From an optimization exercise on the open Yosys and OpenROAD flow, aimed at small area and a short achievable clock period; shortcuts taken in it are not production practice.
Where RTL was checked, it was by simulation tests only, not by an equivalence proof against the original.
No activity file was given, so power comes from the tool's default toggle rates.

Setup of green:
==> module alu, before the edit <==
module alu(inst, rs, rtr, flags_r, rd, flags);
    input [15:0] inst, rs, rtr;
    input [2:0] flags_r;
    output reg [15:0] rd;
    output reg [2:0] flags;
    wire [3:0] op = inst[15:12];
    wire op_add  = (op == 4'h0);
    wire op_sub  = (op == 4'h1);
    wire op_xor  = (op == 4'h2);
    wire op_red  = (op == 4'h3);
    wire op_sll  = (op == 4'h4);
    wire op_sra  = (op == 4'h5);
    wire op_ror  = (op == 4'h6);
    wire op_padd = (op == 4'h7);
    wire op_lw   = (op == 4'h8);
    wire op_sw   = (op == 4'h9);
    wire op_mem  = op_lw | op_sw;
    wire op_sh   = op_sll | op_sra | op_ror;
    wire sub = op_sub;
    wire [15:0] A = op_mem ? {rs[15:1], 1'b0} : rs;
    wire [15:0] Bsrc = op_mem ? {{11{inst[3]}}, inst[3:0], 1'b0} : rtr;
    wire [15:0] B = sub ? ~Bsrc : Bsrc;
    wire [15:0] S = A + B + {15'b0, sub};
    wire [15:0] px = A ^ B;
    wire ovf = (A[15] == B[15]) & (S[15] != A[15]);
    wire sat = ovf & (op_add | op_sub);
    wire [15:0] addsat = sat ? (A[15] ? 16'h0100 : 16'h7FFF) : S;
    wire [3:0] n0 = rs[3:0] + rtr[3:0];
    wire [3:0] n1 = rs[7:4] + rtr[7:4];
    wire [3:0] n2 = rs[11:8] + rtr[11:8];
    wire [3:0] n3 = rs[15:12] + rtr[15:12];
    wire ov0 = (rs[3] == rtr[3]) & (n0[3] != rs[3]);
    wire ov1 = (rs[7] == rtr[7]) & (n1[3] != rs[7]);
    wire [15:0] padd;
    assign padd[3:0]   = ov0 ? (rs[3] ? 4'h1 : 4'h7) : n0;
    assign padd[7:4]   = ov1 ? (rs[7] ? 4'h1 : 4'h7) : n1;
    assign padd[11:8]  = (ov0 & ~(rs[11] ^ rtr[11])) ? (rs[11] ? 4'h1 : 4'h7) : n2;
    assign padd[15:12] = (ov0 & ~(rs[15] ^ rtr[15])) ? (rs[15] ? 4'h1 : 4'h7) : n3;
    wire [9:0] X = {2'b0, rs[7:0]} + {2'b0, rtr[7:0]} + {2'b0, rs[15:8]} + {2'b0, rtr[15:8]};
    wire [8:0] lo9 = {1'b0, rs[7:0]} + {1'b0, rtr[7:0]};
    wire [8:0] hi9 = {1'b0, rs[15:8]} + {1'b0, rtr[15:8]};
    wire c1 = lo9[8];
    wire c2 = hi9[8];
    wire kk = X[8] ^ c1 ^ c2;
    wire [4:0] T = {4'b0, kk} + (c1 ? 5'd15 : 5'd0) + (c2 ? 5'd15 : 5'd0);
    wire [15:0] red = {{4{T[4]}}, T[3:0], X[7:0]};
    wire [3:0] n = inst[3:0];
    wire [3:0] r = op_sll ? (4'd0 - n) : n;
    wire [15:0] s1 = r[0] ? {rs[0],   rs[15:1]} : rs;
    wire [15:0] s2 = r[1] ? {s1[1:0], s1[15:2]} : s1;
    wire [15:0] s3 = r[2] ? {s2[3:0], s2[15:4]} : s2;
    wire [15:0] s4 = r[3] ? {s3[7:0], s3[15:8]} : s3;
    wire [15:0] lowm = ~(16'hFFFF << n);
    wire [15:0] him  = ~(16'hFFFF >> n);
    wire [15:0] kill = ({16{op_sll}} & lowm) | ({16{op_sra}} & him);
    wire [15:0] fill = {16{op_sra & rs[15]}} & him;
    wire [15:0] sh = (s4 & ~kill) | fill;
    always @(*) begin
        case (op)
            4'h0, 4'h1, 4'h8, 4'h9: rd = addsat;
            4'h2: rd = px;
            4'h3: rd = red;
            4'h4, 4'h5, 4'h6: rd = sh;
            4'h7: rd = padd;
            default: rd = op[3:1] == 3'b101 ? rtr : rs;
        endcase
    end
    always @(*) begin
        if (op_add | op_sub)
            flags = {rd[15], ovf, rd == 16'h0000};
        else if (op_xor | op_sh)
            flags = {flags_r[2:1], flags_r[0] | (rd == 16'h0000)};
        else
            flags = flags_r;
    end
endmodule
clock: 22.0 ns
lec_check: 0
cap_margin: 20
core_margin: 2
core_utilization: 40
cts_cluster_diameter: 80
cts_cluster_size: 22
place_density: 0.6
slew_margin: 20
synth_hierarchical: 1
standard.sh (not shown) runs the stock make flow with config.mk's settings and CLKGATE_MAP_FILE= SYNTH_SCRIPT=/design/flow/synth_recipe.tcl, a recipe that flattens the netlist after the stock synthesis.
==> flow/flow/run.sh <==
#!/bin/bash
# The standard layout (standard.sh) with two changes:
#  - synthesis is ORFS's synth.tcl and synth_recipe.tcl unchanged except for the one ABC call,
#    which maps each module with its own ABC script: alu with $W/flow/abc_area2.script, rdport with $S/abc_speed.script,
#    cpu with $W/flow/abc_area2.script (scripts named flow/... are in this folder, the others are ORFS's);
#  - the port buffers are buf_2 cells;
#  - repair_timing aims for 7 ns of setup slack (SETUP_SLACK_MARGIN=7).
# make's output goes to standard.log; ORFS keeps each step's log under orfs/logs/.
set -euo pipefail
W=$(pwd)
S=$FLOW_HOME/scripts
ALU=$W/flow/abc_area2.script; RDP=$S/abc_speed.script; CPU=$W/flow/abc_area2.script
sed 's|^  log_cmd abc {\*}\$abc_args$|  log_cmd abc {*}[lreplace $abc_args 1 1 '"$ALU"'] alu\n  log_cmd abc {*}[lreplace $abc_args 1 1 '"$RDP"'] rdport\n  log_cmd abc {*}[lreplace $abc_args 1 1 '"$CPU"'] cpu|' \
  "$S/synth.tcl" > "$W/flow_synth.tcl"
grep -q "lreplace .abc_args 1 1 $CPU. cpu" "$W/flow_synth.tcl"
sed "s|source \$::env(SCRIPTS_DIR)/synth.tcl|source $W/flow_synth.tcl|" "$W/synth_recipe.tcl" > "$W/flow_synth_recipe.tcl"
grep -q "source $W/flow_synth.tcl" "$W/flow_synth_recipe.tcl"
sed "s|SYNTH_SCRIPT=[^ ]*|SYNTH_SCRIPT=$W/flow_synth_recipe.tcl|" "$W/standard.sh" > "$W/standard_mix.sh"
grep -q "SYNTH_SCRIPT=$W/flow_synth_recipe.tcl" "$W/standard_mix.sh"
export SETUP_SLACK_MARGIN=7
export BUFFER_PORTS_ARGS="-buffer_cell sky130_fd_sc_hd__buf_2"
bash "$W/standard_mix.sh" > standard.log 2>&1
==> flow/flow/abc_area2.script <==
strash
&get -n
&dch -f
&nf -R 1000
&put
topo
stime -c
buffer -c
upsize -c
dnsize -c
Having completed the whole flow, green delivered a layout that passed the timing, design-rule and antenna checks.
Changes in blue relative to green:
==> flow/design.v, changed modules only <==
module alu(inst, rs, rtr, flags_r, rd, flags);
    input [15:0] inst, rs, rtr;
    input [2:0] flags_r;
    output reg [15:0] rd;
    output reg [2:0] flags;
    wire [3:0] op = inst[15:12];
    wire op_add  = (op == 4'h0);
    wire op_sub  = (op == 4'h1);
    wire op_xor  = (op == 4'h2);
    wire op_red  = (op == 4'h3);
    wire op_sll  = (op == 4'h4);
    wire op_sra  = (op == 4'h5);
    wire op_ror  = (op == 4'h6);
    wire op_padd = (op == 4'h7);
    wire op_lw   = (op == 4'h8);
    wire op_sw   = (op == 4'h9);
    wire op_mem  = op_lw | op_sw;
    wire op_sh   = op_sll | op_sra | op_ror;
    wire sub = op_sub;
    wire [15:0] A = op_mem ? {rs[15:1], 1'b0} : rs;
    wire [15:0] Bsrc = op_mem ? {{11{inst[3]}}, inst[3:0], 1'b0} : rtr;
    wire [15:0] B = sub ? ~Bsrc : Bsrc;
    wire k4  = ~op_padd;
    wire k8  = ~(op_padd | op_red);
    wire k12 = ~op_padd;
    wire [18:0] xa = {A[15:12], k12, A[11:8], k8, A[7:4], k4, A[3:0]};
    wire [18:0] xb = {B[15:12], 1'b0, B[11:8], 1'b0, B[7:4], 1'b0, B[3:0]};
    wire [19:0] xs = xa + xb + {18'b0, sub};
    wire [18:0] px = xa ^ xb;
    wire [15:0] S = {xs[18:15], xs[13:10], xs[8:5], xs[3:0]};
    wire ovf = (A[15] == B[15]) & (S[15] != A[15]);
    wire sat = ovf & (op_add | op_sub);
    wire [15:0] addsat = sat ? (A[15] ? 16'h0100 : 16'h7FFF) : S;
    wire ov0 = (A[3] == B[3]) & (S[3] != A[3]);
    wire ov1 = (A[7] == B[7]) & (S[7] != A[7]);
    wire [15:0] padd;
    assign padd[3:0]   = ov0 ? (A[3] ? 4'h1 : 4'h7) : S[3:0];
    assign padd[7:4]   = ov1 ? (A[7] ? 4'h1 : 4'h7) : S[7:4];
    assign padd[11:8]  = (ov0 & ~(A[11] ^ B[11])) ? (A[11] ? 4'h1 : 4'h7) : S[11:8];
    assign padd[15:12] = (ov0 & ~(A[15] ^ B[15])) ? (A[15] ? 4'h1 : 4'h7) : S[15:12];
    wire c1 = xs[9];
    wire c2 = xs[19];
    wire [8:0] ab = {1'b0, S[7:0]} + {1'b0, S[15:8]};
    wire kk = ab[8];
    wire [4:0] T = {4'b0, kk} + (c1 ? 5'd15 : 5'd0) + (c2 ? 5'd15 : 5'd0);
    wire [15:0] red = {{4{T[4]}}, T[3:0], ab[7:0]};
    wire [3:0] n = inst[3:0];
    wire [3:0] r = op_sll ? (4'd0 - n) : n;
    wire [15:0] s1 = r[0] ? {rs[0],   rs[15:1]} : rs;
    wire [15:0] s2 = r[1] ? {s1[1:0], s1[15:2]} : s1;
    wire [15:0] s3 = r[2] ? {s2[3:0], s2[15:4]} : s2;
    wire [15:0] s4 = r[3] ? {s3[7:0], s3[15:8]} : s3;
    wire [15:0] lowm = ~(16'hFFFF << n);
    wire [15:0] him  = ~(16'hFFFF >> n);
    wire [15:0] kill = ({16{op_sll}} & lowm) | ({16{op_sra}} & him);
    wire [15:0] fill = {16{op_sra & rs[15]}} & him;
    wire [15:0] sh = (s4 & ~kill) | fill;
    always @(*) begin
        case (op)
            4'h0, 4'h1, 4'h8, 4'h9: rd = addsat;
            4'h2: rd = {px[18:15], px[13:10], px[8:5], px[3:0]};
            4'h3: rd = red;
            4'h4, 4'h5, 4'h6: rd = sh;
            4'h7: rd = padd;
            default: rd = op[3:1] == 3'b101 ? rtr : rs;
        endcase
    end
    always @(*) begin
        if (op_add | op_sub)
            flags = {rd[15], ovf, rd == 16'h0000};
        else if (op_xor | op_sh)
            flags = {flags_r[2:1], flags_r[0] | (rd == 16'h0000)};
        else
            flags = flags_r;
    end
endmodule
[summary]
- Compared with green, blue has less setup slack.
- Global routing met2 resource utilization was lower in the run labelled green.
- Wire length after detailed routing shrinks slightly when moving from green to blue.
- blue vs. green: xor/xnor share of the synthesized area went down 0.25 points; count of clock-buffer cells in the layout went up; number of global-route vias before repair moved down; synthesized area now sits lower.
- Looking at total routing resource utilization after global routing, blue sits 0.25 points above green.
- Reported for green and blue, remaining global-route overflow turned out identical to the last digit.
- Delta (blue minus green): detailed placer's ending HPWL shows a reduction of about 4%, combinational share of power increased 1.8 points, core utilization went up by 3.5 points, global-route wire length before repair saw a decrease.
No functional check of the RTL was part of blue.

The RTL this note starts from:
==> flow/design.v <==
module cpu( clk, rst_n, hlt, pc, imem_data, dmem_addr, dmem_wdata, dmem_we, dmem_rdata);
    input clk, rst_n;
    output hlt;
    output [15:0] pc;
    input [15:0] imem_data;
    output [15:0] dmem_addr, dmem_wdata;
    output dmem_we;
    input [15:0] dmem_rdata;
    wire [15:0] inst = imem_data;
    wire [3:0] op = inst[15:12];
    wire rst = ~rst_n;
    wire op_add  = (op == 4'h0);
    wire op_sub  = (op == 4'h1);
    wire op_xor  = (op == 4'h2);
    wire op_red  = (op == 4'h3);
    wire op_sll  = (op == 4'h4);
    wire op_sra  = (op == 4'h5);
    wire op_ror  = (op == 4'h6);
    wire op_padd = (op == 4'h7);
    wire op_lw   = (op == 4'h8);
    wire op_sw   = (op == 4'h9);
    wire op_llb  = (op == 4'hA);
    wire op_lhb  = (op == 4'hB);
    wire op_b    = (op == 4'hC);
    wire op_br   = (op == 4'hD);
    wire op_pcs  = (op == 4'hE);
    wire op_hlt  = (op == 4'hF);
    wire op_mem  = op_lw | op_sw;
    wire op_sh   = op_sll | op_sra | op_ror;
    reg [15:0] pc_r;
    reg [2:0] flags_r;    
    reg [255:0] rf;
    wire m2 = op_sw | op_llb | op_lhb;
    wire [15:0] rs, rtr;
    wire [15:0] sel1, sel2;
    genvar d;
    generate for (d = 0; d < 16; d = d + 1) begin : dec
        assign sel1[d] = (inst[7:4] == d);
        assign sel2[d] = m2 ? (inst[11:8] == d) : (inst[3:0] == d);
    end endgenerate
    rdport RP1 (.rf(rf), .sel(sel1), .q(rs));
    rdport RP2 (.rf(rf), .sel(sel2), .q(rtr));
    wire [15:0] rd;
    wire [2:0] flags;
    alu ALU0 (.inst(inst), .rs(rs), .rtr(rtr), .flags_r(flags_r), .rd(rd), .flags(flags));
    wire [15:0] ci, cb;
    wire [14:0] pn, pb;
    assign ci[0] = 1'b1;
    assign cb[0] = 1'b1;
    genvar g;
    generate for (g = 0; g < 15; g = g + 1) begin : pcadd
        wire bb = inst[g < 9 ? g : 8];
        assign pn[g] = pc_r[g+1] ^ ci[g];
        assign ci[g+1] = pc_r[g+1] & ci[g];
        assign pb[g] = pc_r[g+1] ^ bb ^ cb[g];
        assign cb[g+1] = (pc_r[g+1] & bb) | (pc_r[g+1] & cb[g]) | (bb & cb[g]);
    end endgenerate
    wire [15:0] pc_next = {pn, pc_r[0]};
    wire [15:0] pc_br = {pb, pc_r[0]};
    wire fN = flags_r[2], fV = flags_r[1], fZ = flags_r[0];
    reg cond;
    always @(*) begin
        case (inst[11:9])
            3'b000: cond = ~fZ;
            3'b001: cond = fZ;
            3'b010: cond = ~fZ & ~fN;
            3'b011: cond = fN;
            3'b100: cond = fZ | ~fN;
            3'b101: cond = fN | fZ;
            3'b110: cond = fV;
            default: cond = 1'b1;
        endcase
    end
    wire [15:0] pc_new = (op_b & cond) ? pc_br :
                         (op_br & cond) ? rs :
                         op_hlt ? pc_r : pc_next;
    wire rf_we = ~(op_sw | op_b | op_br | op_hlt);
    wire [15:0] wdata = op_lw ? dmem_rdata :
                        op_llb ? {rtr[15:8], inst[7:0]} :
                        op_lhb ? {inst[7:0], rtr[7:0]} :
                        op_pcs ? pc_next : rd;
    integer k;
    always @(posedge clk) begin
        pc_r <= rst ? 16'h0000 : pc_new;
        flags_r <= rst ? 3'b000 : flags;
        for (k = 0; k < 16; k = k + 1)
            if (rst | (rf_we && inst[11:8] == k))
                rf[16*k +: 16] <= wdata & {16{rst_n}};
    end
    assign pc = pc_r;
    assign hlt = op_hlt;
    assign dmem_addr = rd;
    assign dmem_wdata = rtr;
    assign dmem_we = op_sw & rst_n;
endmodule
module rdport(rf, sel, q);
    input [255:0] rf;
    input [15:0] sel;
    output reg [15:0] q;
    integer i;
    always @(*) begin
        q = 16'h0000;
        for (i = 0; i < 16; i = i + 1)
            q = q | (rf[16*i +: 16] & {16{sel[i]}});
    end
endmodule
module alu(inst, rs, rtr, flags_r, rd, flags);
    input [15:0] inst, rs, rtr;
    input [2:0] flags_r;
    output reg [15:0] rd;
    output reg [2:0] flags;
    wire [3:0] op = inst[15:12];
    wire op_add  = (op == 4'h0);
    wire op_sub  = (op == 4'h1);
    wire op_xor  = (op == 4'h2);
    wire op_red  = (op == 4'h3);
    wire op_sll  = (op == 4'h4);
    wire op_sra  = (op == 4'h5);
    wire op_ror  = (op == 4'h6);
    wire op_padd = (op == 4'h7);
    wire op_lw   = (op == 4'h8);
    wire op_sw   = (op == 4'h9);
    wire op_mem  = op_lw | op_sw;
    wire op_sh   = op_sll | op_sra | op_ror;
    wire sub = op_sub;
    wire [15:0] A = op_mem ? {rs[15:1], 1'b0} : rs;
    wire [15:0] Bsrc = op_mem ? {{11{inst[3]}}, inst[3:0], 1'b0} : rtr;
    wire [15:0] B = sub ? ~Bsrc : Bsrc;
    wire k8 = ~op_red;
    wire [16:0] xa = {A[15:8], k8, A[7:0]};
    wire [16:0] xb = {B[15:8], 1'b0, B[7:0]};
    wire [17:0] xs = xa + xb + {16'b0, sub};
    wire [15:0] S = {xs[16:9], xs[7:0]};
    wire ovf = (A[15] == B[15]) & (S[15] != A[15]);
    wire [15:0] addsat = ovf ? (A[15] ? 16'h0100 : 16'h7FFF) : S;
    wire [3:0] n0 = rs[3:0] + rtr[3:0];
    wire [3:0] n1 = rs[7:4] + rtr[7:4];
    wire [3:0] n2 = rs[11:8] + rtr[11:8];
    wire [3:0] n3 = rs[15:12] + rtr[15:12];
    wire ov0 = (rs[3] == rtr[3]) & (n0[3] != rs[3]);
    wire ov1 = (rs[7] == rtr[7]) & (n1[3] != rs[7]);
    wire [15:0] padd;
    assign padd[3:0]   = ov0 ? (rs[3] ? 4'h1 : 4'h7) : n0;
    assign padd[7:4]   = ov1 ? (rs[7] ? 4'h1 : 4'h7) : n1;
    assign padd[11:8]  = (ov0 & ~(rs[11] ^ rtr[11])) ? (rs[11] ? 4'h1 : 4'h7) : n2;
    assign padd[15:12] = (ov0 & ~(rs[15] ^ rtr[15])) ? (rs[15] ? 4'h1 : 4'h7) : n3;
    wire c1 = xs[8];
    wire c2 = xs[17];
    wire [8:0] ab = {1'b0, S[7:0]} + {1'b0, S[15:8]};
    wire kk = ab[8];
    wire [4:0] T = {4'b0, kk} + (c1 ? 5'd15 : 5'd0) + (c2 ? 5'd15 : 5'd0);
    wire [15:0] red = {{4{T[4]}}, T[3:0], ab[7:0]};
    wire [3:0] n = inst[3:0];
    wire [3:0] r = op_sll ? (4'd0 - n) : n;
    wire [15:0] s1 = r[0] ? {rs[0],   rs[15:1]} : rs;
    wire [15:0] s2 = r[1] ? {s1[1:0], s1[15:2]} : s1;
    wire [15:0] s3 = r[2] ? {s2[3:0], s2[15:4]} : s2;
    wire [15:0] s4 = r[3] ? {s3[7:0], s3[15:8]} : s3;
    wire [15:0] lowm = ~(16'hFFFF << n);
    wire [15:0] him  = ~(16'hFFFF >> n);
    wire [15:0] kill = ({16{op_sll}} & lowm) | ({16{op_sra}} & him);
    wire [15:0] fill = {16{op_sra & rs[15]}} & him;
    wire [15:0] sh = (s4 & ~kill) | fill;
    always @(*) begin
        case (op)
            4'h0, 4'h1: rd = addsat;
            4'h2: rd = rs ^ rtr;
            4'h3: rd = red;
            4'h4, 4'h5, 4'h6: rd = sh;
            4'h7: rd = padd;
            4'h8, 4'h9: rd = S;
            4'hA, 4'hB: rd = rtr;
            default: rd = rs;
        endcase
    end
    always @(*) begin
        if (op_add | op_sub)
            flags = {~ovf & S[15], ovf, ~ovf & (S == 16'h0000)};
        else if (op_xor | op_sh)
            flags = {flags_r[2:1], flags_r[0] | (rd == 16'h0000)};
        else
            flags = flags_r;
    end
endmodule
clock: 22.0 ns
lec_check: 0
cap_margin: 20
core_margin: 2
core_utilization: 40
cts_cluster_diameter: 80
cts_cluster_size: 22
place_density: 0.6
slew_margin: 20
synth_hierarchical: 1
==> flow/flow/run.sh <==
#!/bin/bash
# The standard layout (standard.sh) with two changes:
#  - synthesis is ORFS's synth.tcl and synth_recipe.tcl unchanged except for the one ABC call,
#    which maps each module with its own ABC script: alu with $W/flow/abc_area2.script, rdport with $S/abc_speed.script,
#    cpu with $W/flow/abc_area2.script (scripts named flow/... are in this folder, the others are ORFS's);
#  - the port buffers are buf_2 cells;
#  - repair_timing aims for 9 ns of setup slack (SETUP_SLACK_MARGIN=9).
# make's output goes to standard.log; ORFS keeps each step's log under orfs/logs/.
set -euo pipefail
W=$(pwd)
S=$FLOW_HOME/scripts
ALU=$W/flow/abc_area2.script; RDP=$S/abc_speed.script; CPU=$W/flow/abc_area2.script
sed 's|^  log_cmd abc {\*}\$abc_args$|  log_cmd abc {*}[lreplace $abc_args 1 1 '"$ALU"'] alu\n  log_cmd abc {*}[lreplace $abc_args 1 1 '"$RDP"'] rdport\n  log_cmd abc {*}[lreplace $abc_args 1 1 '"$CPU"'] cpu|' \
  "$S/synth.tcl" > "$W/flow_synth.tcl"
grep -q "lreplace .abc_args 1 1 $CPU. cpu" "$W/flow_synth.tcl"
sed "s|source \$::env(SCRIPTS_DIR)/synth.tcl|source $W/flow_synth.tcl|" "$W/synth_recipe.tcl" > "$W/flow_synth_recipe.tcl"
grep -q "source $W/flow_synth.tcl" "$W/flow_synth_recipe.tcl"
sed "s|SYNTH_SCRIPT=[^ ]*|SYNTH_SCRIPT=$W/flow_synth_recipe.tcl|" "$W/standard.sh" > "$W/standard_mix.sh"
grep -q "SYNTH_SCRIPT=$W/flow_synth_recipe.tcl" "$W/standard_mix.sh"
export SETUP_SLACK_MARGIN=9
export BUFFER_PORTS_ARGS="-buffer_cell sky130_fd_sc_hd__buf_2"
bash "$W/standard_mix.sh" > standard.log 2>&1
Scripts as last shown in full above: flow/flow/abc_area2.script
Change:
--- a/flow/design.v
+++ b/flow/design.v
@@ -125,15 +125,13 @@
     wire sub = op_sub;
     wire [15:0] A = op_mem ? {rs[15:1], 1'b0} : rs;
     wire [15:0] Bsrc = op_mem ? {{11{inst[3]}}, inst[3:0], 1'b0} : rtr;
     wire [15:0] B = sub ? ~Bsrc : Bsrc;
-    wire k8 = ~op_red;
-    wire [16:0] xa = {A[15:8], k8, A[7:0]};
-    wire [16:0] xb = {B[15:8], 1'b0, B[7:0]};
-    wire [17:0] xs = xa + xb + {16'b0, sub};
-    wire [15:0] S = {xs[16:9], xs[7:0]};
+    wire [15:0] S = A + B + {15'b0, sub};
+    wire [15:0] px = A ^ B;
     wire ovf = (A[15] == B[15]) & (S[15] != A[15]);
-    wire [15:0] addsat = ovf ? (A[15] ? 16'h0100 : 16'h7FFF) : S;
+    wire sat = ovf & (op_add | op_sub);
+    wire [15:0] addsat = sat ? (A[15] ? 16'h0100 : 16'h7FFF) : S;
     wire [3:0] n0 = rs[3:0] + rtr[3:0];
     wire [3:0] n1 = rs[7:4] + rtr[7:4];
     wire [3:0] n2 = rs[11:8] + rtr[11:8];
     wire [3:0] n3 = rs[15:12] + rtr[15:12];
@@ -143,14 +141,16 @@
     assign padd[3:0]   = ov0 ? (rs[3] ? 4'h1 : 4'h7) : n0;
     assign padd[7:4]   = ov1 ? (rs[7] ? 4'h1 : 4'h7) : n1;
     assign padd[11:8]  = (ov0 & ~(rs[11] ^ rtr[11])) ? (rs[11] ? 4'h1 : 4'h7) : n2;
     assign padd[15:12] = (ov0 & ~(rs[15] ^ rtr[15])) ? (rs[15] ? 4'h1 : 4'h7) : n3;
-    wire c1 = xs[8];
-    wire c2 = xs[17];
-    wire [8:0] ab = {1'b0, S[7:0]} + {1'b0, S[15:8]};
-    wire kk = ab[8];
+    wire [9:0] X = {2'b0, rs[7:0]} + {2'b0, rtr[7:0]} + {2'b0, rs[15:8]} + {2'b0, rtr[15:8]};
+    wire [8:0] lo9 = {1'b0, rs[7:0]} + {1'b0, rtr[7:0]};
+    wire [8:0] hi9 = {1'b0, rs[15:8]} + {1'b0, rtr[15:8]};
+    wire c1 = lo9[8];
+    wire c2 = hi9[8];
+    wire kk = X[8] ^ c1 ^ c2;
     wire [4:0] T = {4'b0, kk} + (c1 ? 5'd15 : 5'd0) + (c2 ? 5'd15 : 5'd0);
-    wire [15:0] red = {{4{T[4]}}, T[3:0], ab[7:0]};
+    wire [15:0] red = {{4{T[4]}}, T[3:0], X[7:0]};
     wire [3:0] n = inst[3:0];
     wire [3:0] r = op_sll ? (4'd0 - n) : n;
     wire [15:0] s1 = r[0] ? {rs[0],   rs[15:1]} : rs;
     wire [15:0] s2 = r[1] ? {s1[1:0], s1[15:2]} : s1;
@@ -162,21 +162,19 @@
     wire [15:0] fill = {16{op_sra & rs[15]}} & him;
     wire [15:0] sh = (s4 & ~kill) | fill;
     always @(*) begin
         case (op)
-            4'h0, 4'h1: rd = addsat;
-            4'h2: rd = rs ^ rtr;
+            4'h0, 4'h1, 4'h8, 4'h9: rd = addsat;
+            4'h2: rd = px;
             4'h3: rd = red;
             4'h4, 4'h5, 4'h6: rd = sh;
             4'h7: rd = padd;
-            4'h8, 4'h9: rd = S;
-            4'hA, 4'hB: rd = rtr;
-            default: rd = rs;
+            default: rd = op[3:1] == 3'b101 ? rtr : rs;
         endcase
     end
     always @(*) begin
         if (op_add | op_sub)
-            flags = {~ovf & S[15], ovf, ~ovf & (S == 16'h0000)};
+            flags = {rd[15], ovf, rd == 16'h0000};
         else if (op_xor | op_sh)
             flags = {flags_r[2:1], flags_r[0] | (rd == 16'h0000)};
         else
             flags = flags_r;
=>
- The new run finished with timing, DRC and antenna clean
- setup slack is better by 1.2 ns
- utilization climbs by 0.75 points
- sequential power climbs by 3.4%
- count of clock-buffer cells in the layout drops by 1
- fmax climbs by 8.5%
- power climbs by 5.1%
- clock power drops by 11%
- clock skew hardly moves

[what the ideal ports hide]
No port has a modelled driver above. Below, the same layouts with a new extraction and two added sets of constraints.
Step 1 (the two cells are an assumption about what drives the block):
set clk [get_ports {clk}]
set_driving_cell -lib_cell sky130_fd_sc_hd__clkbuf_16 $clk
set_driving_cell -lib_cell sky130_fd_sc_hd__buf_2 [delete_from_list [all_inputs] $clk]
Step 2 adds t to the input delays and takes it off the output delays; t is the mean of the earliest and latest rising clock arrival at the registers after step 1. Input paths then give back, and output paths get back, about the clock's delay inside the block.
Three values: no drivers, after step 1, after step 2; two values: the first two.
run | shift t [ns] | slack for setup (ns) | latest minus earliest clock arrival (ns) | worst data-port slew with drivers (ns)
green | 0.559 | 7.022 / 6.999 / 6.999 | 0.015 / 0.015 | 0.07
blue | 0.573 | 6.877 / 6.826 / 6.826 | 0.024 / 0.023 | 0.15
the first run of note 2 | 0.587 | 7.188 / 7.090 / 7.090 | 0.025 / 0.025 | 0.09
the second run of note 2 | 0.569 | 8.345 / 8.259 / 8.259 | 0.026 / 0.026 | 0.14
After both steps setup and hold are still met in every run listed. The setup slack of the first run of note 2, which loses most, moves by -0.098 ns with the drivers and by -0.098 ns with both steps.
